From an optimization exercise on the open Yosys and OpenROAD flow, aimed at a short achievable clock period and few clock cycles; shortcuts taken in it are not production practice. Only simulation tests tie the RTL to the original design; equivalence was not proved. Power is estimated from default activity; no workload was simulated.

==> design/flow/design.v <==
`default_nettype none
module rv32_bus(
	input		i_ack,
	input		busy,		 
	input		k_cont,		 
	input		k_stb,		 
	input		k_stb_idle,	 
	input	[19:0]	pte,
	input	[11:0]	cont_lo,
	input	[3:0]	cont_we,
	input	[31:0]	nc_addr,
	input	[3:0]	nc_we,
	input	[31:0]	h_addr,
	input	[3:0]	h_we,
	output		o_stb,
	output	[31:0]	o_addr,
	output	[3:0]	o_we
);
wire sel_c = busy & i_ack & k_cont;
wire sel_h = busy & ~(i_ack & k_stb);
assign o_stb  = busy ? (i_ack & k_stb) : k_stb_idle;
assign o_addr = sel_c ? {pte, cont_lo} : sel_h ? h_addr : nc_addr;
assign o_we   = sel_c ? cont_we : sel_h ? h_we : nc_we;
endmodule
module rv32_add(
	input	[31:0]	a,
	input	[31:0]	b,
	output	[31:0]	s
);
assign s = a + b;
endmodule
module rv32_rfr(
	input	[991:0]	regs,
	input	[4:0]	idx,
	output	[31:0]	q
);
wire [1023:0] all = {regs, 32'd0};
assign q = all[32*idx +: 32];
endmodule
module rv32_brc(
	input	[31:0]	a,
	input	[31:0]	b,
	input	[2:0]	f3,
	output		y
);
wire eq, ltu, lt;
rv32_cmp CMP(.a(a), .b(b), .eq(eq), .ltu(ltu), .lt(lt));
assign y = (f3 == 3'd0) ? eq : (f3 == 3'd1) ? ~eq : (f3 == 3'd4) ? lt : (f3 == 3'd5) ? ~lt :
           (f3 == 3'd6) ? ltu : (f3 == 3'd7) ? ~ltu : 1'b0;
endmodule
module rv32_cmp(
	input	[31:0]	a,
	input	[31:0]	b,
	output		eq,
	output		ltu,
	output		lt
);
wire [7:0] ge, gl;	 
genvar i;
generate for (i = 0; i < 8; i = i + 1) begin : G
	wire [3:0] x = a[4*i +: 4], z = b[4*i +: 4];
	assign ge[i] = (x == z);
	assign gl[i] = (~x[3] & z[3]) | ((x[3] ~^ z[3]) & ((~x[2] & z[2]) | ((x[2] ~^ z[2]) & ((~x[1] & z[1]) | ((x[1] ~^ z[1]) & ~x[0] & z[0])))));
end endgenerate
wire l_hi = gl[7] | ge[7] & (gl[6] | ge[6] & (gl[5] | ge[5] & gl[4]));
wire e_hi = &ge[7:4];
wire l_lo = gl[3] | ge[3] & (gl[2] | ge[2] & (gl[1] | ge[1] & gl[0]));
wire e_lo = &ge[3:0];
assign eq  = e_hi & e_lo;
assign ltu = l_hi | e_hi & l_lo;
assign lt  = (a[31] ^ b[31]) ? a[31] : ltu;
endmodule
module rv32_alu(
	input	[31:0]	a,
	input	[31:0]	b,
	input	[2:0]	f3,
	input		sub,
	input		arith,
	output	[31:0]	y
);
wire [31:0] plus = a + b;
wire [31:0] minus = a - b;
wire c_eq, c_ltu, c_lt;
rv32_cmp CMP(.a(a), .b(b), .eq(c_eq), .ltu(c_ltu), .lt(c_lt));
wire rsi = arith & a[31];
wire [63:0] srw = {{32{rsi}}, a} >> b[4:0];
wire [31:0] sr = srw[31:0];
wire [31:0] sl = a << b[4:0];
assign y = (f3 == 3'd0) ? (sub ? minus : plus) :
           (f3 == 3'd1) ? sl :
           (f3 == 3'd2) ? {31'd0, c_lt} :
           (f3 == 3'd3) ? {31'd0, c_ltu} :
           (f3 == 3'd4) ? a ^ b :
           (f3 == 3'd5) ? sr :
           (f3 == 3'd6) ? a | b : a & b;
endmodule
module rv32_tlbl(
	input	[19:0]	hi,
	input	[7:0]	v,
	input	[159:0]	vpn,
	input	[159:0]	vpp,
	input	[159:0]	vpm,
	input	[159:0]	ppn,
	output		h0,
	output		hp,
	output		hm,
	output	[19:0]	q0,
	output	[19:0]	qp,
	output	[19:0]	qm
);
wire [7:0] e0, ep, em;
genvar i;
generate for (i = 0; i < 8; i = i + 1) begin : E
	assign e0[i] = v[i] & (hi == vpn[20*i +: 20]);
	assign ep[i] = v[i] & (hi == vpm[20*i +: 20]);
	assign em[i] = v[i] & (hi == vpp[20*i +: 20]);
end endgenerate
function [19:0] sel8(input [7:0] h, input [159:0] p);
	integer k;
	begin
		sel8 = 20'd0;
		for (k = 0; k < 8; k = k + 1)
			sel8 = sel8 | ({20{h[k]}} & p[20*k +: 20]);
	end
endfunction
assign q0 = sel8(e0, ppn);
assign qp = sel8(ep, ppn);
assign qm = sel8(em, ppn);
assign h0 = |e0;
assign hp = |ep;
assign hm = |em;
endmodule
`default_nettype none
module rv32(
	input     		i_rst,
	input	 		i_clk,
	output [31:0]	o_addr,
	output [31:0]	o_dat_w,
	output 	[3:0]   o_we,
	input  [31:0]   i_dat_r,
	output	 		o_stb,
	output [1:0]	o_led,
	input      		i_ack,
	input      		i_mtip,
	input      		i_msip,
	input      		i_meip,
	input			i_seip
);
parameter RESET_ADDR       = 32'h00001000;
reg [1:0] privileged_mode;		 
assign o_led = privileged_mode;
reg        ir_v;
reg [31:0] ir;
reg [31:0] ir_pc;
reg [31:0] op1, op2;		 
reg [31:0] x_dva;		 
reg [31:0] x_tgt;		 
reg        x_taken;		 
reg [31:0] x_alub;		 
reg        x_mem, x_amo;	 
reg        x_isadd;		 
reg [3:0]  swm_q;		 
reg        x_started;		 
reg        d_wr;		 
reg        nb_v;
reg [31:0] nb;
reg [31:0] nb_pc;
reg [31:0] nb_op1, nb_op2;
reg        busy;		 
reg        b_fetch;		 
reg        b_kill;		 
reg [1:0]  b_ph;		 
reg        b_wr;
reg [31:0] h_addr;
reg [3:0]  h_we;
reg        f_act;		 
reg        f_paused;		 
reg [1:0]  f_nph;
reg [19:0] pte_sv;
reg [31:0] f_va;
reg [31:0] nf_va;		 
reg        nf_ok;		 
reg [19:0] nf_ppn;
reg [19:0] f_ppn;		 
reg [19:0] ir_ppn, nb_ppn;	 
reg        x_tsame;		 
reg        x_jalr;
reg        th0, thp, thm;
reg [19:0] tq0, tqp, tqm;
reg        tsel0, tselp;
reg        tfill;		 
reg [19:0] tfill_ppn;
wire d_hit = tfill | (tsel0 ? th0 : tselp ? thp : thm);
wire [19:0] d_ppn = tfill ? tfill_ppn : tsel0 ? tq0 : tselp ? tqp : tqm;
reg  [7:0] t_v;
reg [19:0] t_vpn[0:7];
reg [19:0] t_vpp[0:7];		 
reg [19:0] t_vpm[0:7];		 
reg [19:0] t_ppn[0:7];
reg  [2:0] t_rr;
reg [31:0] amo_q;
reg [31:0] r_reg[31:1];
wire [7:0] instr_funct3 = 8'b00000001 << ir[14:12];
wire [31:0] instr_Uimm={    ir[31],   ir[30:12], {12{1'b0}}};
wire [31:0] instr_Iimm={{21{ir[31]}}, ir[30:20]};
wire [4:0] opc = ir[6:2];
wire instr_Load    =  (opc == 5'b00000);
wire instr_ALUimm  =  (opc == 5'b00100);
wire instr_AUIPC   =  (opc == 5'b00101);
wire instr_Store   =  (opc == 5'b01000);
wire instr_ALUreg  =  (opc == 5'b01100);
wire instr_LUI     =  (opc == 5'b01101);
wire instr_Branch  =  (opc == 5'b11000);
wire instr_JALR    =  (opc == 5'b11001);
wire instr_JAL     =  (opc == 5'b11011);
wire instr_SYSTEM  =  (opc == 5'b11100);
wire instr_Amoswap =  (opc == 5'b01011);
wire instr_Mem     =  instr_Load | instr_Store | instr_Amoswap;
wire [4:0] instr_rd  = ir[11:7];
wire [4:0] instr_rs2 = ir[24:20];
wire instr_ALU = instr_ALUimm | instr_ALUreg;
wire [31:0] alu_In1 = op1;
wire [31:0] alu_In2 = x_alub;
wire [31:0] alu_Out;
rv32_alu ALU(.a(alu_In1), .b(alu_In2), .f3(ir[14:12]), .sub(ir[30] & ir[5]), .arith(ir[30]), .y(alu_Out));
function [15:0] ctl(input ack, input busy, input b_fetch, input b_kill, input b_last,
	input f_act, input f_paused, input nb_v, input ir_v, input mem, input x_started,
	input amo, input d_wr, input redirect, input d_rdy);
	reg ackb, free, ack_f, fin_fetch, cont_f, ack_d, fin_data, cont_d, sel_d, x_go, x_mem_done,
	    x_done, ir_free, data_new, f_cont, f_pause, cont, arr, nb_to_ir, arr_ir, arr_nb, nb_next,
	    f_busy_after, f_resume, f_new, stb, nbv;
	begin
		ackb      = ack & busy;
		free      = ~busy | ack;
		ack_f     = ackb & b_fetch & ~b_kill;
		fin_fetch = ack_f & b_last;
		cont_f    = ack_f & ~b_last;
		ack_d     = ackb & ~b_fetch;
		fin_data  = ack_d & b_last;
		cont_d    = ack_d & ~b_last;
		sel_d     = ir_v & mem & d_rdy & (~x_started | (amo & ~d_wr));
		x_go      = ir_v & ~mem;
		x_mem_done = fin_data & ~(amo & ~d_wr);
		x_done    = x_go | x_mem_done;
		ir_free   = ~ir_v | x_done;
		data_new  = free & sel_d & ~cont_d;
		f_cont    = cont_f & ~data_new & ~redirect;
		f_pause   = cont_f & data_new;
		cont      = cont_d | f_cont;
		arr       = fin_fetch & ~redirect;
		nbv       = nb_v & ~redirect;	 
		nb_to_ir  = nbv & ir_free;
		arr_ir    = arr & ir_free & ~nbv;
		arr_nb    = fin_fetch & ~(ir_free & ~nbv);
		nb_next   = (nbv & ~ir_free) | arr_nb;
		f_busy_after = f_act & ~fin_fetch & ~redirect;
		f_resume  = free & f_act & f_paused & ~data_new & ~cont_d & ~redirect;
		f_new     = free & ~data_new & ~cont_d & ~f_busy_after & ~nb_next;
		stb       = cont | data_new | f_resume | f_new;
		ctl = {stb, cont, cont_d, f_cont, f_pause, data_new, f_resume, f_new,
		       fin_fetch, fin_data, x_mem_done, x_done, ir_free, nb_to_ir, arr_ir, arr_nb};
	end
endfunction
wire redirect = ir_v & ~x_mem & x_taken;	 
wire [31:0] x_rtgt = x_jalr ? {x_dva[31:1], 1'b0} : x_tgt;
wire x_go     = ir_v & ~x_mem;		 
wire cA_stb, cA_cont, cA_cont_d, cA_f_cont, cA_f_pause, cA_data_new, cA_f_resume, cA_f_new,
     cA_fin_fetch, cA_fin_data, cA_x_mem_done, cA_x_done, cA_ir_free, cA_nb_to_ir, cA_arr_ir, cA_arr_nb;
wire cI_stb, cI_cont, cI_cont_d, cI_f_cont, cI_f_pause, cI_data_new, cI_f_resume, cI_f_new,
     cI_fin_fetch, cI_fin_data, cI_x_mem_done, cI_x_done, cI_ir_free, cI_nb_to_ir, cI_arr_ir, cI_arr_nb;
wire b_last = (b_ph == 2'd3);
assign {cA_stb, cA_cont, cA_cont_d, cA_f_cont, cA_f_pause, cA_data_new, cA_f_resume, cA_f_new,
        cA_fin_fetch, cA_fin_data, cA_x_mem_done, cA_x_done, cA_ir_free, cA_nb_to_ir, cA_arr_ir, cA_arr_nb} =
	ctl(1'b1, 1'b1, b_fetch, b_kill, b_last, f_act, f_paused, nb_v, ir_v, x_mem, x_started,
	    x_amo, d_wr, redirect, d_rdy);
assign {cI_stb, cI_cont, cI_cont_d, cI_f_cont, cI_f_pause, cI_data_new, cI_f_resume, cI_f_new,
        cI_fin_fetch, cI_fin_data, cI_x_mem_done, cI_x_done, cI_ir_free, cI_nb_to_ir, cI_arr_ir, cI_arr_nb} =
	ctl(1'b0, 1'b0, b_fetch, b_kill, b_last, f_act, f_paused, nb_v, ir_v, x_mem, x_started,
	    x_amo, d_wr, redirect, d_rdy);
wire ackc = busy & i_ack;		 
wire idle = ~busy;
wire c_stb        = ackc ? cA_stb        : idle & cI_stb;
wire c_cont       = ackc & cA_cont;
wire c_cont_d     = ackc & cA_cont_d;
wire c_f_cont     = ackc & cA_f_cont;
wire c_f_pause    = ackc & cA_f_pause;
wire c_data_new   = ackc ? cA_data_new   : idle & cI_data_new;
wire c_f_resume   = ackc ? cA_f_resume   : idle & cI_f_resume;
wire c_f_new      = ackc ? cA_f_new      : idle & cI_f_new;
wire fin_fetch    = ackc & cA_fin_fetch;
wire fin_data     = ackc & cA_fin_data;
wire x_mem_done   = ackc & cA_x_mem_done;
wire x_done       = ackc ? cA_x_done     : x_go;
wire ir_free      = ackc ? cA_ir_free    : (~ir_v | x_go);
wire nb_to_ir     = nb_v & ~redirect & ir_free;
wire arr_ir       = ackc & cA_arr_ir;
wire arr_nb       = ackc & cA_arr_nb;
wire amo_rd_done  = fin_data & instr_Amoswap & ~d_wr;
wire x_mem_start  = c_data_new & ~x_started;
wire load_store_byteAccess     = ir[13:12] == 2'b00;
wire load_store_halfwordAccess = ir[13:12] == 2'b01;
wire [15:0] load_halfword = x_dva[1] ? i_dat_r[31:16] : i_dat_r[15:0];
wire  [7:0] load_byte     = x_dva[0] ? load_halfword[15:8] : load_halfword[7:0];
wire load_sign = !ir[14] & (load_store_byteAccess ? load_byte[7] : load_halfword[15]);
wire [31:0] load_data     = load_store_byteAccess ? {{24{load_sign}},     load_byte} :
                            load_store_halfwordAccess ? {{16{load_sign}}, load_halfword} :  i_dat_r;
wire [31:0] pc_plus4 = ir_pc + 4;
wire [11:0] instr_csr = ir[31:20];
wire instr_ECALL = instr_SYSTEM & instr_funct3[0] & (ir[31:20]==12'h000) & x_go;
wire instr_MRET  = instr_SYSTEM & instr_funct3[0] & (ir[31:20]==12'h302) & x_go;
wire instr_SRET  = instr_SYSTEM & instr_funct3[0] & (ir[31:20]==12'h102) & x_go;
wire instr_CSRW  = instr_SYSTEM & (ir[14:12] != 0) & x_go;
wire exception_csr = instr_CSRW & |(instr_csr[9:8] & ~privileged_mode);
wire csr_write = instr_CSRW & ~exception_csr;
wire [31:0] CSR_read;
wire [31:0] CSR_modifier = ir[14] ? {27'd0, ir[19:15]} : op1;
wire [31:0] CSR_write = (ir[13:12] == 2'b10) ? CSR_modifier | CSR_read  :
                        (ir[13:12] == 2'b11) ? ~CSR_modifier & CSR_read :
                                               CSR_modifier ;
wire instr_Jump = x_taken;
wire [31:0] csr_stvec, csr_mepc, csr_sepc, csr_mtvec;
wire [31:0] PC_new   =   instr_ECALL ? csr_stvec :
						 instr_JALR ? {x_dva[31:1],1'b0} :
                         instr_Jump ? x_tgt :
                         instr_MRET ? csr_mepc :
                         instr_SRET ? csr_sepc :
                         pc_plus4;
wire [31:0] writeBackData  =
      (instr_SYSTEM                ? CSR_read    : 32'b0) |
      (instr_LUI                   ? instr_Uimm  : 32'b0) |
      (instr_ALU                   ? alu_Out     : 32'b0) |
      (instr_AUIPC                 ? x_tgt       : 32'b0) |
      (instr_JALR | instr_JAL      ? pc_plus4    : 32'b0) ;
wire wb_x   = x_go & ~instr_Branch & (instr_rd != 5'd0);
wire amo_w  = instr_Amoswap & d_wr;
wire d_wen  = amo_w ? (instr_rs2 != 5'd0) : ((instr_Load | instr_Amoswap) & (instr_rd != 5'd0));
wire       w_en  = wb_x | (fin_data & d_wen);
wire [4:0] w_idx = amo_w ? instr_rs2 : instr_rd;
wire [31:0] w_dat = wb_x ? writeBackData : amo_w ? amo_q : load_data;
always @(posedge i_clk)
	if (w_en) r_reg[w_idx] <= w_dat;
always @(posedge i_clk)
	if (amo_rd_done) amo_q <= load_data;
wire sel_satp = (instr_csr == 12'h180);
wire [31:0] csr_mip, csr_mie, csr_mideleg, csr_sip, csr_sie, csr_satp;
reg r_mie, r_sie;
wire interrupt_m = x_done & (|(csr_mip & csr_mie & ~csr_mideleg)) & (~privileged_mode[1] | (privileged_mode[1]&r_mie));
wire interrupt_s = x_done & (|(csr_sip & csr_sie )) & (~privileged_mode[0] | (~privileged_mode[1]&privileged_mode[0]&r_sie));
wire cur_pg = csr_satp[31] & ~privileged_mode[1];
wire x_hit = (x_dva[11:2] == pc_plus4[11:2]) | cur_pg & ((x_dva[11:2] == pc_plus4[21:12]) | (x_dva[11:2] == pc_plus4[31:22]));
wire lr_now = interrupt_m | interrupt_s |
              instr_ECALL | instr_MRET | instr_SRET | (csr_write & sel_satp & ~privileged_mode[1]) | instr_SFENCE_VMA |
              (x_mem_done & d_wr & x_hit);
wire [31:0] lr_target = interrupt_m ? csr_mtvec : interrupt_s ? csr_stvec : PC_new;
wire d_rdy   = 1'b1;
wire sel_d   = ir_v & x_mem & (~x_started | (x_amo & ~d_wr));
wire sel_res = ~sel_d & f_act & f_paused;
wire sel_r   = ~sel_d & ~sel_res & redirect;
wire sel_n   = ~sel_d & ~sel_res & ~redirect;
wire nc_dir  = sel_d ? d_hit : sel_r ? x_tsame : nf_ok;	 
wire sd_dir = sel_d & (~cur_pg | d_hit), sd_p1 = sel_d & cur_pg & ~d_hit;
wire sr_dir = sel_r & (~cur_pg | x_tsame), sr_p1 = sel_r & cur_pg & ~x_tsame;
wire sn_dir = sel_n & (~cur_pg | nf_ok), sn_p1 = sel_n & cur_pg & ~nf_ok;
wire [19:0] nc_hi =
	({20{sd_dir & ~cur_pg}}          & x_dva[31:12]) |
	({20{sd_dir &  cur_pg}}          & d_ppn) |
	({20{sr_dir & ~cur_pg &  x_jalr}} & x_dva[31:12]) |
	({20{sr_dir & ~cur_pg & ~x_jalr}} & x_tgt[31:12]) |
	({20{sr_dir &  cur_pg}}          & ir_ppn) |
	({20{sn_dir & ~cur_pg}}          & nf_va[31:12]) |
	({20{sn_dir &  cur_pg}}          & nf_ppn) |
	({20{sd_p1 | sr_p1 | sn_p1}}     & csr_satp[19:0]) |
	({20{sel_res}}                   & pte_sv);
wire [11:0] nc_lo =
	({12{sd_dir}}                    & x_dva[11:0]) |
	({12{sr_dir &  x_jalr}}          & {x_dva[11:1], 1'b0}) |
	({12{sr_dir & ~x_jalr}}          & x_tgt[11:0]) |
	({12{sn_dir}}                    & nf_va[11:0]) |
	({12{sd_p1 | sr_p1 & x_jalr}}    & {x_dva[31:22], 2'b00}) |
	({12{sr_p1 & ~x_jalr}}           & {x_tgt[31:22], 2'b00}) |
	({12{sn_p1}}                     & {nf_va[31:22], 2'b00}) |
	({12{sel_res & (f_nph == 2'd2)}} & {f_va[21:12], 2'b00}) |
	({12{sel_res & (f_nph != 2'd2)}} & f_va[11:0]);
wire [31:0] nc_addr = {nc_hi, nc_lo};
wire d_wr_now = instr_Store | (instr_Amoswap & x_started);
wire [3:0] nc_we = (sel_d & d_wr_now & (~cur_pg | d_hit)) ? swm_q : 4'd0;
wire [1:0] nc_ph = sel_res ? f_nph : (cur_pg & ~nc_dir) ? 2'd1 : 2'd3;
wire [31:0] cont_va = b_fetch ? f_va : x_dva;
wire [11:0] cont_lo = (b_ph == 2'd1) ? {cont_va[21:12], 2'b00} : cont_va[11:0];
wire [3:0]  cont_we = (b_ph == 2'd2 & b_wr) ? swm_q : 4'd0;
rv32_bus BUS(.i_ack(i_ack), .busy(busy), .k_cont(cA_cont), .k_stb(cA_stb), .k_stb_idle(cI_stb),
	.pte(i_dat_r[29:10]), .cont_lo(cont_lo), .cont_we(cont_we), .nc_addr(nc_addr), .nc_we(nc_we),
	.h_addr(h_addr), .h_we(h_we), .o_stb(o_stb), .o_addr(o_addr), .o_we(o_we));
assign o_dat_w[ 7: 0] = op2[7:0];
assign o_dat_w[15: 8] = x_dva[0] ? op2[7:0]  : op2[15: 8];
assign o_dat_w[23:16] = x_dva[1] ? op2[7:0]  : op2[23:16];
assign o_dat_w[31:24] = x_dva[0] ? op2[7:0]  :
                        x_dva[1] ? op2[15:8] : op2[31:24];
always @(posedge i_clk)
	if (i_rst) begin
		busy <= 0;
		b_kill <= 0;
	end else if (c_stb) begin
		busy    <= 1;
		b_fetch <= ~(c_cont_d | c_data_new);
		b_ph    <= c_cont ? b_ph + 2'd1 : nc_ph;
		b_wr    <= c_cont ? b_wr : (c_data_new & d_wr_now);
		b_kill  <= ~(c_cont_d | c_data_new) & lr_now;
		h_addr  <= o_addr;
		h_we    <= o_we;
	end else begin
		if (ackc) busy <= 0;
		b_kill <= b_kill | lr_now | redirect;
	end
wire c_fetch_iss = c_stb & ~(c_cont_d | c_data_new);
wire [1:0] c_ph  = c_cont ? b_ph + 2'd1 : nc_ph;
wire [31:0] new_va = redirect ? x_rtgt : nf_va;
wire [31:0] fva_iss = c_f_new ? new_va : f_va;
wire lr_ok = 1'b0;
always @(posedge i_clk)
	if (i_rst) begin
		f_act <= 0;
		f_paused <= 0;
		nf_va <= RESET_ADDR;
		nf_ok <= 0;
	end else if (lr_now) begin
		f_act <= 0;
		f_paused <= 0;
		nf_va <= lr_target;
		nf_ok <= lr_ok;
		nf_ppn <= ir_ppn;
	end else begin
		if (c_f_new) begin
			f_act <= 1;
			f_paused <= 0;
			f_va <= new_va;
			nf_va <= new_va + 4;
		end else if (redirect) begin
			f_act <= 0;
			f_paused <= 0;
			nf_va <= x_rtgt;
		end else if (fin_fetch) begin
			f_act <= 0;
		end else if (c_f_pause) begin
			f_paused <= 1;
			f_nph <= b_ph + 2'd1;
			pte_sv <= i_dat_r[29:10];
		end else if (c_f_resume) begin
			f_paused <= 0;
		end
		if (c_fetch_iss & (c_ph == 2'd3)) begin
			f_ppn  <= o_addr[31:12];
			nf_ppn <= o_addr[31:12];
			nf_ok  <= (fva_iss[11:2] != 10'h3ff);
		end else if (c_f_new) begin
			nf_ok  <= 0;
		end else if (redirect) begin
			nf_ok  <= x_tsame;
			nf_ppn <= ir_ppn;
		end
	end
wire [7:0] t_inv;
genvar gi;
generate for (gi = 0; gi < 8; gi = gi + 1) begin : TLB
	assign t_inv[gi]  = (x_dva[11:2] == t_vpn[gi][19:10]) | (x_dva[11:2] == t_vpn[gi][9:0]);
end endgenerate
wire c_wr_iss = c_stb & (c_cont_d | c_data_new) & (c_ph == 2'd3) & (c_cont ? b_wr : d_wr_now);
wire t_fill = c_cont_d & (b_ph == 2'd2);
wire t_fill_ok = ~(c_wr_iss & ((x_dva[11:2] == x_dva[31:22]) | (x_dva[11:2] == x_dva[21:12])));
wire instr_SFENCE_VMA = instr_SYSTEM & instr_funct3[0] & (ir[31:25]==7'h09) & x_go;
always @(posedge i_clk)
	if (i_rst | (csr_write & sel_satp) | instr_SFENCE_VMA) begin
		t_v <= 0;
	end else begin
		if (c_wr_iss) t_v <= t_v & ~t_inv;
		if (t_fill) begin
			t_v[t_rr]   <= t_fill_ok;
			t_vpn[t_rr] <= x_dva[31:12];
			t_vpp[t_rr] <= x_dva[31:12] + 20'd1;
			t_vpm[t_rr] <= x_dva[31:12] - 20'd1;
			t_ppn[t_rr] <= i_dat_r[29:10];
			t_rr <= t_rr + 3'd1;
		end
	end
always @(posedge i_clk) begin
	if (ir_load) begin
		th0 <= in_h0; thp <= in_hp; thm <= in_hm;
		tq0 <= in_q0; tqp <= in_qp; tqm <= in_qm;
		tsel0 <= in_d0; tselp <= in_dp;
		tfill <= 1'b0;
	end
	if (t_fill) begin
		tfill <= 1'b1;
		tfill_ppn <= i_dat_r[29:10];
	end
end
wire [4:0] rs1_in = i_dat_r[19:15];
wire [4:0] rs2_in = i_dat_r[24:20];
wire [991:0] rf_flat;
generate for (gi = 1; gi < 32; gi = gi + 1) begin : RF
	assign rf_flat[32*gi-32 +: 32] = r_reg[gi];
end endgenerate
wire [31:0] rf1, rf2;
rv32_rfr RF1(.regs(rf_flat), .idx(rs1_in), .q(rf1));
rv32_rfr RF2(.regs(rf_flat), .idx(rs2_in), .q(rf2));
wire [31:0] rd1 = (rs1_in == 5'd0) ? 32'd0 : (wb_x & (instr_rd == rs1_in)) ? writeBackData : rf1;
wire [31:0] rd2 = (rs2_in == 5'd0) ? 32'd0 : (wb_x & (instr_rd == rs2_in)) ? writeBackData : rf2;
wire [31:0] nb_op1_s = (w_en & (w_idx == nb[19:15])) ? w_dat : nb_op1;
wire [31:0] nb_op2_s = (w_en & (w_idx == nb[24:20])) ? w_dat : nb_op2;
wire [31:0] inw = nb_v ? nb : i_dat_r;
wire [31:0] inpc = nb_v ? nb_pc : f_va;
wire [31:0] in1 = nb_v ? nb_op1_s : rd1;	 
wire [31:0] in2 = nb_v ? nb_op2_s : rd2;
wire [31:0] in1_d = nb_v ? nb_op1 : rf1;	 
wire [31:0] in2_d = nb_v ? nb_op2 : rf2;
wire [31:0] inw_I = {{21{inw[31]}}, inw[30:20]};
wire [31:0] inw_S = {{21{inw[31]}}, inw[30:25], inw[11:7]};
wire [31:0] inw_B = {{20{inw[31]}}, inw[7], inw[30:25], inw[11:8], 1'b0};
wire [31:0] inw_J = {{12{inw[31]}}, inw[19:12], inw[20], inw[30:21], 1'b0};
wire [31:0] inw_U = {inw[31:12], 12'd0};
wire inw_store = (inw[6:2] == 5'b01000);
wire inw_amo   = (inw[6:2] == 5'b01011);
wire [31:0] inw_immA = inw_store ? inw_S : inw_amo ? 32'd0 : inw_I;
wire [31:0] inw_immT = inw[3] ? inw_J : inw[4] ? inw_U : inw_B;
wire [31:0] in_dva, in_tgt;
rv32_add ADD_D(.a(in1_d), .b(inw_immA), .s(in_dva));
wire in_c12 = in_dva[12] ^ in1_d[12] ^ inw_immA[12];	 
rv32_add ADD_T(.a(inpc), .b(inw_immT), .s(in_tgt));
wire in_tsame = (in_tgt[31:12] == inpc[31:12]);
wire [19:0] inppn = nb_v ? nb_ppn : f_ppn;
wire [7:0]  in_f3 = 8'b00000001 << inw[14:12];
wire in_pred;
wire [31:0] x_sum;
rv32_add ADD_X(.a(op1), .b(x_alub), .s(x_sum));
wire x_addw = wb_x & x_isadd;
wire [31:0] in1_b = (x_addw & (instr_rd == inw[19:15])) ? x_sum : in1_d;
wire [31:0] in2_b = (x_addw & (instr_rd == inw[24:20])) ? x_sum : in2_d;
rv32_brc BRC(.a(in1_b), .b(in2_b), .f3(inw[14:12]), .y(in_pred));
wire in_jalr  = (inw[6:2] == 5'b11001);
wire in_taken = (inw[6:2] == 5'b11011) | in_jalr | ((inw[6:2] == 5'b11000) & in_pred);
wire in_jsame = (in1_d[31:12] == inpc[31:12]) & (in_c12 == inw_immA[11]);
wire in_d0 = (in_c12 == inw_immA[11]);
wire in_dp = in_c12 & ~inw_immA[11];
wire in_dm = ~in_c12 & inw_immA[11];
wire [159:0] t_vpn_f, t_vpp_f, t_vpm_f, t_ppn_f;
generate for (gi = 0; gi < 8; gi = gi + 1) begin : TLBF
	assign t_vpn_f[20*gi +: 20] = t_vpn[gi];
	assign t_vpp_f[20*gi +: 20] = t_vpp[gi];
	assign t_vpm_f[20*gi +: 20] = t_vpm[gi];
	assign t_ppn_f[20*gi +: 20] = t_ppn[gi];
end endgenerate
wire in_h0, in_hp, in_hm;
wire [19:0] in_q0, in_qp, in_qm;
rv32_tlbl TLBL(.hi(in1_d[31:12]), .v(t_v), .vpn(t_vpn_f), .vpp(t_vpp_f), .vpm(t_vpm_f), .ppn(t_ppn_f),
	.h0(in_h0), .hp(in_hp), .hm(in_hm), .q0(in_q0), .qp(in_qp), .qm(in_qm));
wire in_byte = inw[13:12] == 2'b00;
wire in_half = inw[13:12] == 2'b01;
wire [3:0] in_wmask = in_byte ?
							(in_dva[1] ? (in_dva[0] ? 4'b1000 : 4'b0100) :
							             (in_dva[0] ? 4'b0010 : 4'b0001)) :
						in_half ?
							(in_dva[1] ? 4'b1100 : 4'b0011) :
							4'b1111;
wire inw_branch = (inw[6:2] == 5'b11000);
wire inw_needd  = (inw[6:2] == 5'b11001) | (inw[6:2] == 5'b00000) | inw_store | inw_amo;
wire in_haz = inw_needd & w_en & (w_idx == inw[19:15]) |
              inw_branch & w_en & ~x_addw & ((w_idx == inw[19:15]) | (w_idx == inw[24:20]));
wire ir_load  = (nb_to_ir | arr_ir) & ~in_haz;
wire nb_take  = nb_to_ir & ~in_haz;
wire arr_to_nb = arr_nb | (arr_ir & in_haz);
wire inw_alureg = (inw[6:2] == 5'b01100);
always @(posedge i_clk)
	if (i_rst | lr_now) begin
		ir_v <= 0;
		nb_v <= 0;
		x_started <= 0;
	end else begin
		if (c_data_new) x_started <= 1;
		if (ir_free) begin
			x_started <= 0;
			ir_v <= ir_load;
		end
		if (ir_load) begin
			ir    <= inw;
			ir_pc <= inpc;
			op1   <= in1;
			op2   <= in2;
			x_alub <= inw_alureg ? in2 : inw_I;
			x_mem <= (inw[6:2] == 5'b00000) | inw_store | inw_amo;
			x_amo <= inw_amo;
			x_isadd <= ((inw[6:2] == 5'b00100) | inw_alureg) & (inw[14:12] == 3'd0) & ~(inw[30] & inw[5]);
			x_dva <= in_dva;
			x_tgt <= in_tgt;
			x_taken <= in_taken;
			x_tsame <= in_jalr ? in_jsame : in_tsame;
			x_jalr <= in_jalr;
			ir_ppn <= inppn;
			swm_q <= in_wmask;
			d_wr  <= inw_store;
		end else if (c_data_new & x_amo & x_started)
			d_wr  <= 1;
		if (nb_take | redirect) nb_v <= 0;
		if (arr_to_nb) begin
			nb_v   <= 1;
			nb     <= i_dat_r;
			nb_pc  <= f_va;
			nb_ppn <= f_ppn;
			nb_op1 <= rd1;
			nb_op2 <= rd2;
		end else if (nb_v) begin
			nb_op1 <= nb_op1_s;
			nb_op2 <= nb_op2_s;
		end
	end
always @(posedge i_clk)
	if (i_rst) privileged_mode <=2'b11;
	else if (interrupt_m) privileged_mode <= 2'b11;
	else if (interrupt_s) privileged_mode <= 2'b01;
	else if (instr_ECALL) privileged_mode <= 2'b01;
	else if (instr_MRET) privileged_mode <= r_mpp;
	else if (instr_SRET & ~privileged_mode[1]) privileged_mode <= {1'b0,r_spp};
always @(posedge i_clk)
	if (i_rst) r_sie <= 0;
	else if (interrupt_m) r_sie <= r_sie;
	else if (interrupt_s) r_sie <= 0;
	else if (csr_write & sel_mstatus) r_sie <= CSR_write[1];
	else if (csr_write & sel_sstatus) r_sie <= CSR_write[1];
always @(posedge i_clk)
	if (i_rst) r_mie <= 0;
	else if (interrupt_m) r_mie <= 0;
	else if (interrupt_s) r_mie <= r_mie;
	else if (csr_write & sel_mstatus) r_mie <= CSR_write[3];
reg r_spie;
always @(posedge i_clk)
	if (i_rst) r_spie <= 0;
	else if (interrupt_m) r_spie <= r_spie;
	else if (interrupt_s) r_spie <= r_sie;
reg r_mpie;
always @(posedge i_clk)
	if (i_rst) r_mpie <= 0;
	else if (interrupt_m) r_mpie <= r_mie;
	else if (interrupt_s) r_mpie <= r_mpie;
	else if (csr_write & sel_mstatus) r_mpie <= CSR_write[7];
reg r_spp;
always @(posedge i_clk)
	if (i_rst) r_spp <= 0;
	else if (interrupt_m) r_spp <= r_spp;
	else if (interrupt_s) r_spp <= privileged_mode[0];
	else if (csr_write & sel_mstatus) r_spp <= CSR_write[8];
	else if (csr_write & sel_sstatus) r_spp <= CSR_write[8];
reg [1:0] r_mpp;
always @(posedge i_clk)
	if (i_rst) r_mpp <= 0;
	else if (interrupt_m) r_mpp <= privileged_mode;
	else if (interrupt_s) r_mpp <= r_mpp;
	else if (instr_MRET) r_mpp <= 0;
	else if (csr_write & sel_mstatus) r_mpp <= CSR_write[12:11];
wire sel_mstatus = (instr_csr == 12'h300);
wire [31:0] csr_mstatus={19'd0,r_mpp,2'b00,r_spp,r_mpie,1'b0,r_spie,1'b0,r_mie,1'b0,r_sie,1'b0};
wire [31:0] csr_sstatus={19'd0,2'b00,2'b00,r_spp,1'b0,1'b0,r_spie,1'b0,1'b0,1'b0,r_sie,1'b0};
wire sel_sstatus = (instr_csr == 12'h100);
reg  [31:0] r_medeleg;
wire sel_medeleg = (instr_csr == 12'h302);
always @(posedge i_clk)
	if (i_rst) r_medeleg <= 0;
	else if (csr_write & sel_medeleg) r_medeleg <= CSR_write[31:0];
reg  [31:0] r_mideleg;
wire sel_mideleg = (instr_csr == 12'h303);
always @(posedge i_clk)
	if (i_rst) r_mideleg <= 0;
	else if (csr_write & sel_mideleg) r_mideleg <= CSR_write[31:0] & 32'b00000000000000000000_0010_0010_0010;
assign csr_mideleg = r_mideleg;
reg [31:0] r_mie_csr;
wire sel_mie = (instr_csr == 12'h304);
wire sel_sie = (instr_csr == 12'h104);
always @(posedge i_clk)
	if (i_rst) r_mie_csr <= 0;
	else if (csr_write & sel_mie) r_mie_csr <= CSR_write;
	else if (csr_write & sel_sie) r_mie_csr <= (r_mie_csr & ~csr_mideleg) | (CSR_write & csr_mideleg);
assign csr_mie = r_mie_csr;
assign csr_sie = csr_mie & csr_mideleg;
reg r_ssip;
reg r_stip;
reg r_seip;
wire sel_mip = (instr_csr == 12'h344);
wire sel_sip = (instr_csr == 12'h144);
assign csr_mip = {20'd0,i_meip,1'b0,r_seip|i_seip,1'b0,i_mtip,1'b0,r_stip,1'b0,i_msip,1'b0,r_ssip,1'b0};
always @(posedge i_clk)
	if (i_rst) r_ssip <= 0;
	else if (csr_write & sel_mip) r_ssip <= CSR_write[1];
	else if (csr_write & sel_sip & csr_mideleg[1]) r_ssip <= CSR_write[1];
always @(posedge i_clk)
	if (i_rst) r_stip <= 0;
	else if (csr_write & sel_mip) r_stip <= CSR_write[5];
always @(posedge i_clk)
	if (i_rst) r_seip <= 0;
	else if (csr_write & sel_mip) r_seip <= CSR_write[9];
assign csr_sip = csr_mip & csr_mideleg;
reg  [31:0] r_mtvec;
wire sel_mtvec   = (instr_csr == 12'h305);
always @(posedge i_clk)
	if (i_rst) r_mtvec <= 0;
	else if (csr_write & sel_mtvec) r_mtvec <= CSR_write[31:0];
assign csr_mtvec = r_mtvec;
reg  [31:0] r_stvec;
wire sel_stvec   = (instr_csr == 12'h105);
always @(posedge i_clk)
	if (i_rst) r_stvec <= 0;
	else if (csr_write & sel_stvec) r_stvec <= CSR_write[31:0];
assign csr_stvec = r_stvec;
reg  [31:0] csr_mscratch;
wire sel_mscratch= (instr_csr == 12'h340);
always @(posedge i_clk)
	if (i_rst) csr_mscratch <= 0;
	else if (csr_write & sel_mscratch) csr_mscratch <= CSR_write[31:0];
reg  [31:0] csr_sscratch;
wire sel_sscratch= (instr_csr == 12'h140);
always @(posedge i_clk)
	if (i_rst) csr_sscratch <= 0;
	else if (csr_write & sel_sscratch) csr_sscratch <= CSR_write[31:0];
reg  [31:0] r_mepc;
wire sel_mepc    = (instr_csr == 12'h341);
always @(posedge i_clk)
	if (i_rst) r_mepc <= 0;
	else if (interrupt_m) r_mepc <= PC_new;
	else if (interrupt_s) r_mepc <= r_mepc;
	else if (csr_write & sel_mepc) r_mepc <= CSR_write[31:0];
assign csr_mepc = r_mepc;
reg  [31:0] r_sepc;
wire sel_sepc    = (instr_csr == 12'h141);
always @(posedge i_clk)
	if (i_rst) r_sepc <= 0;
	else if (interrupt_m) r_sepc <= r_sepc;
	else if (interrupt_s) r_sepc <= PC_new;
	else if (instr_ECALL) r_sepc <= ir_pc;
	else if (csr_write & sel_sepc) r_sepc <= CSR_write[31:0];
assign csr_sepc = r_sepc;
reg  [31:0] csr_mcause;
wire sel_mcause  = (instr_csr == 12'h342);
always @(posedge i_clk)
	if (i_rst) csr_mcause <= 0;
	else if (interrupt_m) csr_mcause <= csr_mip[7]? {1'b1,31'd7}: csr_mip[11]? {1'b1,31'd11}:csr_mip[9]?{1'b1,31'd9}:32'd42;
reg  [31:0] csr_scause;
wire sel_scause  = (instr_csr == 12'h142);
always @(posedge i_clk)
	if (i_rst) csr_scause <= 0;
	else if (interrupt_m) csr_scause <= csr_scause;
	else if (interrupt_s) csr_scause <= csr_mip[1]? {1'b1,31'd1}: csr_mip[9]?{1'b1,31'd9}:32'd41;
	else if (instr_ECALL) csr_scause <= 32'd8;
reg  [31:0] csr_mtval;
wire sel_mtval   = (instr_csr == 12'h343);
always @(posedge i_clk)
	if (i_rst) csr_mtval <= 0;
	else if (csr_write & sel_mtval) csr_mtval <= CSR_write[31:0];
reg  [31:0] csr_stval;
wire sel_stval   = (instr_csr == 12'h143);
always @(posedge i_clk)
	if (i_rst) csr_stval <= 0;
	else if (csr_write & sel_stval) csr_stval <= CSR_write[31:0];
reg  [31:0] r_satp;
always @(posedge i_clk)
	if (i_rst) r_satp <= 0;
	else if (csr_write & sel_satp) r_satp <= CSR_write[31:0];
assign csr_satp = r_satp;
reg  [63:0] csr_cycles;
wire sel_cycles  = (instr_csr == 12'hC00);
wire sel_cyclesh = (instr_csr == 12'hC80);
always @(posedge i_clk)
	if(i_rst) csr_cycles <= 0;
	else csr_cycles <= csr_cycles + 1;
assign CSR_read =
     (sel_sstatus ? csr_sstatus         : 32'b0) |
     (sel_sie     ? csr_sie             : 32'b0) |
     (sel_stvec   ? csr_stvec           : 32'b0) |
     (sel_sscratch? csr_sscratch        : 32'b0) |
     (sel_sepc    ? csr_sepc            : 32'b0) |
     (sel_scause  ? csr_scause          : 32'b0) |
     (sel_stval   ? csr_stval           : 32'b0) |
     (sel_sip     ? csr_sip             : 32'b0) |
     (sel_satp    ? csr_satp            : 32'b0) |
     (sel_mstatus ? csr_mstatus         : 32'b0) |
     (sel_medeleg ? r_medeleg           : 32'b0) |
     (sel_mideleg ? csr_mideleg         : 32'b0) |
     (sel_mie     ? csr_mie             : 32'b0) |
     (sel_mtvec   ? csr_mtvec           : 32'b0) |
     (sel_mscratch? csr_mscratch        : 32'b0) |
     (sel_mepc    ? csr_mepc            : 32'b0) |
     (sel_mcause  ? csr_mcause          : 32'b0) |
     (sel_mtval   ? csr_mtval           : 32'b0) |
     (sel_mip     ? csr_mip             : 32'b0) |
     (sel_cycles  ? csr_cycles[31:0]    : 32'b0) |
     (sel_cyclesh ? csr_cycles[63:32]   : 32'b0) ;
endmodule
==> design/flow/run.sh <==
#!/bin/bash
# synth_recipe.tcl (not shown) runs the flow's synth.tcl, then flattens the netlist and writes it again
# the make line also repeats each setting of config.mk as NAME=value (left out here)
make -C /OpenROAD-flow-scripts/flow DESIGN_CONFIG=/design/flow/config.mk WORK_HOME=/design/flow/orfs CLKGATE_MAP_FILE= SYNTH_SCRIPT=/design/flow/synth_recipe.tcl finish
==> design/flow/config.mk <==
export PLATFORM = sky130hd
export DESIGN_NAME = rv32
export DESIGN_NICKNAME = rv32
export VERILOG_FILES = /design/flow/design.v
export SDC_FILE = /design/flow/constraint.sdc
export NUM_CORES = 4
export LEC_CHECK = 0
export CAP_MARGIN = 20
export CORE_MARGIN = 2
export CORE_UTILIZATION = 40
export SETUP_SLACK_MARGIN = 5
export SLEW_MARGIN = 20
export TNS_END_PERCENT = 100
==> design/flow/constraint.sdc <==
create_clock -name core_clock -period 11.0 [get_ports {i_clk}]
set_input_delay 2.2000 -clock core_clock [delete_from_list [all_inputs] [get_ports {i_clk}]]
set_output_delay 2.2000 -clock core_clock [all_outputs]
set_load 0.01 [all_outputs]
==> results of run 1 <==
routing by layer:
layer | vias up | routed length [um] | GRT usage [%]
met4 | 10 | 56600 | 23.3
met1 | 59500 | 242000 | 44.3
met5 | - | 67 | 0
met2 | 9339 | 276000 | 48.3
met3 | 1980 | 91500 | 9.38
li1 | 49000 | - | -
power by group through the flow:
stage                     registers [uW]  clock network, uW  logic [uW]
after floorplan                    11800                  0        1810
after global placement             11800                  0        3010
after detailed placement           11800                  0        3010
after CTS                          11600              10900        3260
after global routing               11600              11300        3580
final                              11600              10800        3480
final cells by class:
| cell class | instances | share of cell area [%] |
|---|---|---|
| antenna | 34 | 0.0490 |
| clock buffer | 376 | 4.75 |
| clock inverter | 190 | 1.22 |
| inverter | 244 | 0.544 |
| multi-input combinational | 8824 | 39.9 |
| sequential | 2765 | 45.0 |
| tap | 4972 | 3.58 |
| timing repair buffer | 838 | 4.92 |
per-stage QoR:
step | total power [uW] | cell area (sq um)
CTS | 25700 | 172000
floorplan | 13600 | 150000
detailed placement | 14800 | 157000
finish | 25900 | 174000
global route | 26400 | 174000
global placement | 14800 | 157000
synthesized netlist by cell type (199+ instances only):
cell type     n
a21oi_1     844
a22oi_1     289
clkbuf_1    601
dfxtp_1     489
edfxtp_1   2276
ha_1        218
inv_1       235
mux2_2      213
mux2i_1     514
mux4_2      538
nand2_1    1428
nand3_1     271
nand4_1     199
nor2_1      880
o21ai_0     524
xnor2_1     598
xor2_1      416
critical path, cell delays in order, from the launching register on:
cell and delay, ns:
edfxtp_1 0.54, and3b_2 0.42, o21ai_0 0.20, a211o_1 0.39
nand2_4 0.16, nand2_8 0.10, o211ai_1 0.91, o21ai_1 0.19
buf_6 0.21, buf_12 0.15
how the worst max path moves through the flow:
stage	startpoint	endpoint	slack, ns	cells after the start
final	x_mem	o_addr[19]	4.54	9
after global routing	x_mem	o_addr[19]	4.61	13
after CTS	x_mem	o_addr[20]	4.68	11
after detailed placement	i_dat_r[15]	x_dva[28]	2.49	19
after global placement	i_dat_r[15]	x_dva[28]	2.51	19
after floorplan	i_ack	ir[10]	3.00	14
placed cells by master (no fill, tap or decap), types with 199 or more instances in the layout:
master,instances
xor2_1,413
clkbuf_16,326
o21ai_0,441
inv_1,229
nor2_1,815
nand3_1,264
mux2i_1,463
a22oi_1,278
edfxtp_1,2276
mux4_2,538
xnor2_1,591
ha_1,209
nand2_1,1404
a21oi_1,793
buf_4,571
dfxtp_1,487
mux2_2,207
nand4_1,199
kinds of logic (layout without fill, tap and decap cells):
family / after synthesis / after routing / share of synthesized area [%]
DFF: 2765 / 2765 / 52.3
buffers and inverters: 1229 / 1648 / 3.51
and+or+nand+nor: 3459 / 3467 / 10.5
xor gates and xnor gates: 1016 / 1016 / 5.98
AOI/OAI and AO/OA: 2822 / 2826 / 12.4
muxes: 1293 / 1293 / 13.4
adders and majority gates: 222 / 222 / 1.88
other: 0 / 34 / 0
timing repair:
item,4_1_cts,5_1_grt
endpoints found under the setup margin,856,599
pin swaps,59,72
resized for setup,524,288
buffers inserted,136,74
gates cloned,42,12
==> metrics.md, run 1 <==
| Metric | Value |
|---|---|
| Status | `complete, no violations` |
| Initial antenna violation count | `48` |
| Htree depth | `5` |
| Worst Hold Depth | `0` |
| Overall routing resource usage | `33.8%` |
| VDD IR-drop max | `0.000156 V` |
| Comb power frac | `a little over an eighth` |
| Inserted Clock Buffers | `315` |
| Clock power share | `41.8%` |
| Initial core utilization | `about two fifths` |
| Share of layout cells above drive strength 1 | `19.3%` |
| Core area | `372,000 sq um` |
| Leak Pwr | `0.0588 uW` |
| Synth top area cells | `edfxtp_1 46%, mux4_2 8.1%, dfxtp_1 6.6%, nand2_1 3.6%, xnor2_1 3.5%` |
| WS Path Type | `flip-flop to output port` |
| Total net switching power | `6990 uW` |
| Routed Antenna Nets | `0` |
| Number of global-route vias before repair | `110,000` |
| Hold EP | `nb_ppn[4]` |
| Final std cells w/o fill | `18,200` |
| Min cycle time layout | `6.46 ns` |
| Pin count of the biggest net entering global routing | `118` |
| Synth Flop Type | `edfxtp_1` |
| Via count | `between 100k and 150k` |
| Synthesized flop and latch total | `2,765` |
| Mapped Nets | `13,100` |
| Pre-CTS setup slack | `about 2.5 ns` |
| FP Rows | `~220` |
| I/O pin count | `110` |
| Root buffer cell | `clkbuf_16` |
| Initial drt markers | `20,300` |
| Max-Cap Viols | `0` |
| IO buf count | `109` |
| Vias/cell | `6.57` |
| DRC | `0` |
| Final WS setup | `approximately 4.5 ns` |
| Worst-Margin Slew | `1.39 ns` |
| Routed wire per std cell | `36.5 um` |
| Clock-pin slew on the worst setup and hold paths | `0.06 ns` |
| TritonRoute pass-1 iters | `10` |
| Reg2reg start | `ir[31]` |
| First-pass GRT wire length | `904 mm` |
| Final hold violation count | `0` |
| Routed WL | `666 mm` |
| Dpl hpwl | `between 400 and 500 mm` |
| Clock sink count | `2,765` |
| Final Slew Violations | `0` |
| Grt ovf | `0` |
| Worst Path Required | `8.80 ns` |
| Max Freq | `0.155 GHz` |
| Sequential area share after synthesis | `52.3%` |
| Post-synth EDFFs | `around 2,300` |
| Ys async rst share | `0%` |
| Reg2reg end | `op2[23]` |
| Hold buffers post-CTS | `0` |
| Dpl cells | `between 15,000 and 20,000` |
| Global placer's final weighted congestion | `just over 1` |
| Clock Path Buffers | `4` |
| Slew HR | `6.94%` |
| Crit path DAT | `4.26 ns` |
| Cells after Synth | `12,800` |
| Area delta synth->final | `16.2%` |
| CP Capture Type | `output port` |
| Area occupied by multi-input gates | `69,300 sq um` |
| Final setup violation count | `0` |
| RSZ-0062 raised after global routing | `true` |
| Slack of the worst reg-to-reg path | `4.82 ns` |
| Critical Path Source Type | `flip-flop` |
| FF/Latch Area | `78,100 sq um` |
| Pint | `~19,000 uW` |
| Hold WS | `0.427 ns` |
| Clk_skew | `approximately 0.076 ns` |
| Worst-Skew Late Latency | `0.98 ns` |
| Worst Hold Class | `flip-flop to flip-flop` |
| Hold wc startpoint | `f_ppn[4]` |
| Warnings, synthesis | `2` |
| Die height | `slightly above 600 um` |
| Power Density | `149 nW/um^2` |
| Distinct cells, synth | `103` |
| Mapped Avg Cell Area | `11.7 sq um` |
| Fin nets | `between 10,000 and 15,000` |
| Die width | `615 um` |
| Post-synth top area cell | `edfxtp_1` |
| Top cell type's share of synthesized area | `a little under half` |
| # fillers | `33,400` |
| Switching part of the total power | `27.0%` |
| TNS Setup | `0 ns` |
| Synth Cell Area | `149,000 sq um` |
| Post-layout util | `46.7%` |
| Final period util | `58.8%` |
| Worst Reg2Reg Path Length in Cells | `13` |
| Max reg flops | `992` |
| Die area | `378,000 sq um` |
| Power share of the sequential group | `44.8%` |
| Critical path fanouts, max | `7` |
| TritonCTS clock tree | `built` |
Testbench counts, summed over its fixed seeds: cycles 77,918.
==> inputs of run 2 (changes only) <==
--- a/design/flow/config.mk
+++ b/design/flow/config.mk
@@ -11,3 +11,4 @@
 export SETUP_SLACK_MARGIN = 5
 export SLEW_MARGIN = 20
+export SYNTH_HIERARCHICAL = 1
 export TNS_END_PERCENT = 100
==> metrics.md, run 2 <==
| Metric | Value |
|---|---|
| Clock-pin slew on the worst setup and hold paths | `about 0.060 ns` |
| Post-layout util | `46.7%` |
| Clock sink count | `between 2,000 and 3,000` |
| WL met2 | `308 mm` |
| Min cycle time layout | `6.13 ns` |
| Initial drt markers | `21,800` |
| Total net switching power | `roughly 7500 uW` |
| Critical Path Source Type | `input port` |
| Dpl hpwl | `464 mm` |
| Final hold violation count | `0` |
| Max Freq | `0.163 GHz` |
| Root buffer cell | `clkbuf_16` |
| Worst-Margin Slew | `1.86 ns` |
| Placed Area | `about 160,000 sq um` |
| Switching part of the total power | `28.1%` |
| Final Slew Violations | `3` |
| Initial core utilization | `40.2%` |
| Power Density | `148 nW/um^2` |
| Vias/cell | `6.74` |
| Clk_skew | `0.136 ns` |
| Commonest cells after routing, fill and taps aside | `2,277 x edfxtp_1, 1,123 x nor2_1, 808 x nand2_1, 738 x xnor2_1, 666 x buf_4` |
| Worst Path Required | `11.86 ns` |
| Slowest stage cell, crit path | `o21ai_0` |
| VDD IR-drop max | `0.000138 V` |
| Area delta synth->final | `16.3%` |
| # fillers | `35,100` |
| FP Rows | `229` |
| RSZ-0062 raised after global routing | `true` |
| Global placer's final weighted congestion | `1.03` |
| Via count | `130,000` |
| Share of layout cells above drive strength 1 | `19.5%` |
| Finished Cell Area | `182,000 sq um` |
| Inserted Clock Buffers | `316` |
| Number of global-route vias before repair | `121,000` |
| Final std cells w/o fill | `approximately 19,000` |
| CP Capture Type | `flip-flop` |
| Met3 Routed Length | `92.9 mm` |
| TNS Setup | `0 ns` |
| Power share of the sequential group | `43.8%` |
| Core area | `389,000 sq um` |
| Max-Cap Viols | `1` |
| Routed Antenna Nets | `0` |
| Clock power share | `roughly 40%` |
| DRC | `0` |
| IO buf count | `between 100 and 150` |
| Mapped Nets | `13,900` |
| Grt ovf | `0` |
| Synth Cell Area | `156,000 sq um` |
| Worst-Skew Late Latency | `1.02 ns` |
| I/O pin count | `110` |
| CP delay by family, top | `compound AO/OA/AOI/OAI gates` |
| Leak Pwr | `0.0613 uW` |
| TritonRoute pass-1 iters | `8` |
| Most common cell after layout, fill and taps aside | `edfxtp_1` |
| Final period util | `55.7%` |
| WS Path Type | `input port to flip-flop` |
| Crit path DAT | `6.99 ns` |
| Die area | `roughly 400,000 sq um` |
| Max reg flops | `992` |
| Die width | `629 um` |
| Slew HR | `-24.9%` |
| Layout check faults | `max-capacitance violations, max-slew violations` |
| Status | `failed layout checks` |
| Dpl cells | `18,400` |
| Top layer in use | `met5` |
| Clock Path Buffers | `4` |
| Routed WL | `725 mm` |
| WP buf/inv | `2` |
| Warnings, synthesis | `8` |
| Pint | `19,300 uW` |
| Mapped Avg Cell Area | `11.5 sq um` |
| Worst Hold Class | `flip-flop to flip-flop` |
| Htree depth | `5` |
| First-pass GRT wire length | `983 mm` |
| Die height | `approximately 630 um` |
| Overall routing resource usage | `35.1%` |
| Final setup violation count | `0` |
| Fin nets | `14,100` |
| Cells after Synth | `13,600` |
| Met1 wire length | `263 mm` |
| Slowest cell delay on critical path | `around 1.0 ns` |
| Comb power frac | `15.1%` |
| Pin count of the biggest net entering global routing | `180` |
| Critical path fanouts, max | `55` |
| Initial antenna violation count | `55` |
| Critical-path cell list | `clkdlybuf4s50_1 > a222oi_1 > o221ai_2 > o221ai_4 > buf_4 > nand2_1 > o21ai_0 > nor3_1 > a211oi_2` |
| Routed wire per std cell | `37.5 um` |
| TritonCTS clock tree | `built` |
==> run 2: layer usage <==
| metal | GRT usage (%) | vias up |
|---|---|---|
| li1 | - | 52900 |
| met1 | 44.7 | 64800 |
| met2 | 51.8 | 10300 |
| met3 | 9.63 | 2382 |
| met4 | 24.3 | 30 |
| met5 | 0.386 | - |
==> run 2: repair_timing <==
action	CTS	global route
resized for setup	496	322
hold buffers	0	0
setup buffers	121	107
pin swaps	50	87
cloned	43	12
endpoints found under the setup margin	1362	621
==> run 2: stage by stage <==
stage	setup slack, ns	hold slack (ns)	power, uW
final	4.87	0.444	26800
after global routing	4.78	0.449	27400
after CTS	4.91	0.440	26500
after detailed placement	2.31	0.430	15500
after global placement	2.30	0.425	15500
after floorplan	0.424	0.422	14100
==> run 2: final timing paths <==
kind	startpoint	end	slack (ns)	depth (start not counted)
max	i_meip	nf_va[22]	4.87	9
max reg2reg	x_alub[3]	x_alub[10]	4.95	20
min	f_ppn[12]	nb_ppn[12]	0.44	0
min reg2reg	f_ppn[12]	nb_ppn[12]	0.44	0
==> run 2: power by group through the flow <==
stage | Clock, uW | Sequential [uW] | Combinational (uW)
2_1_floorplan | 0 | 11900 | 2170
3_3_place_gp | 0 | 12000 | 3520
3_5_place_dp | 0 | 12000 | 3520
4_1_cts | 11000 | 11800 | 3750
5_1_grt | 11400 | 11800 | 4160
6_report | 11000 | 11800 | 4050
==> run 2: layout make-up <==
class	count	area [sq um]	area share, %
sequential	2766	78200	43.0
multi-input combinational	9511	75600	41.6
timing repair buffer	941	9520	5.24
clock buffer	393	8510	4.69
tap	5197	6500	3.58
clock inverter	191	2120	1.16
inverter	287	1100	0.605
antenna	59	148	0.0813
timing repair inverter	1	5.00	0.00276

## what the ideal ports hide
No port has a modelled driver above. Below, the same layouts with a new extraction and two added sets of constraints.
Step 1 assumes that a clkbuf_16 drives the clock port and a buf_2 every other input.
Step 2, shift: input delay + t, output delay - t, t = (earliest + latest rising clock arrival at the registers) / 2. This alone moves slack from input paths to output paths.
Three values: ideal ports, drivers, drivers and shift; two values: the first two.
run	t (ns)	slack for setup (ns)	worst register clock-pin slew, ns	worst slew at a driven data input, ns
run 1	1.047	4.535 / 4.433 / 3.413	0.07 / 0.07	0.61
run 2	1.075	4.873 / 4.582 / 3.507	0.07 / 0.07	0.67
The setup slack of run 2, which loses most, moves by -0.291 ns with the drivers and by -1.366 ns with both steps.
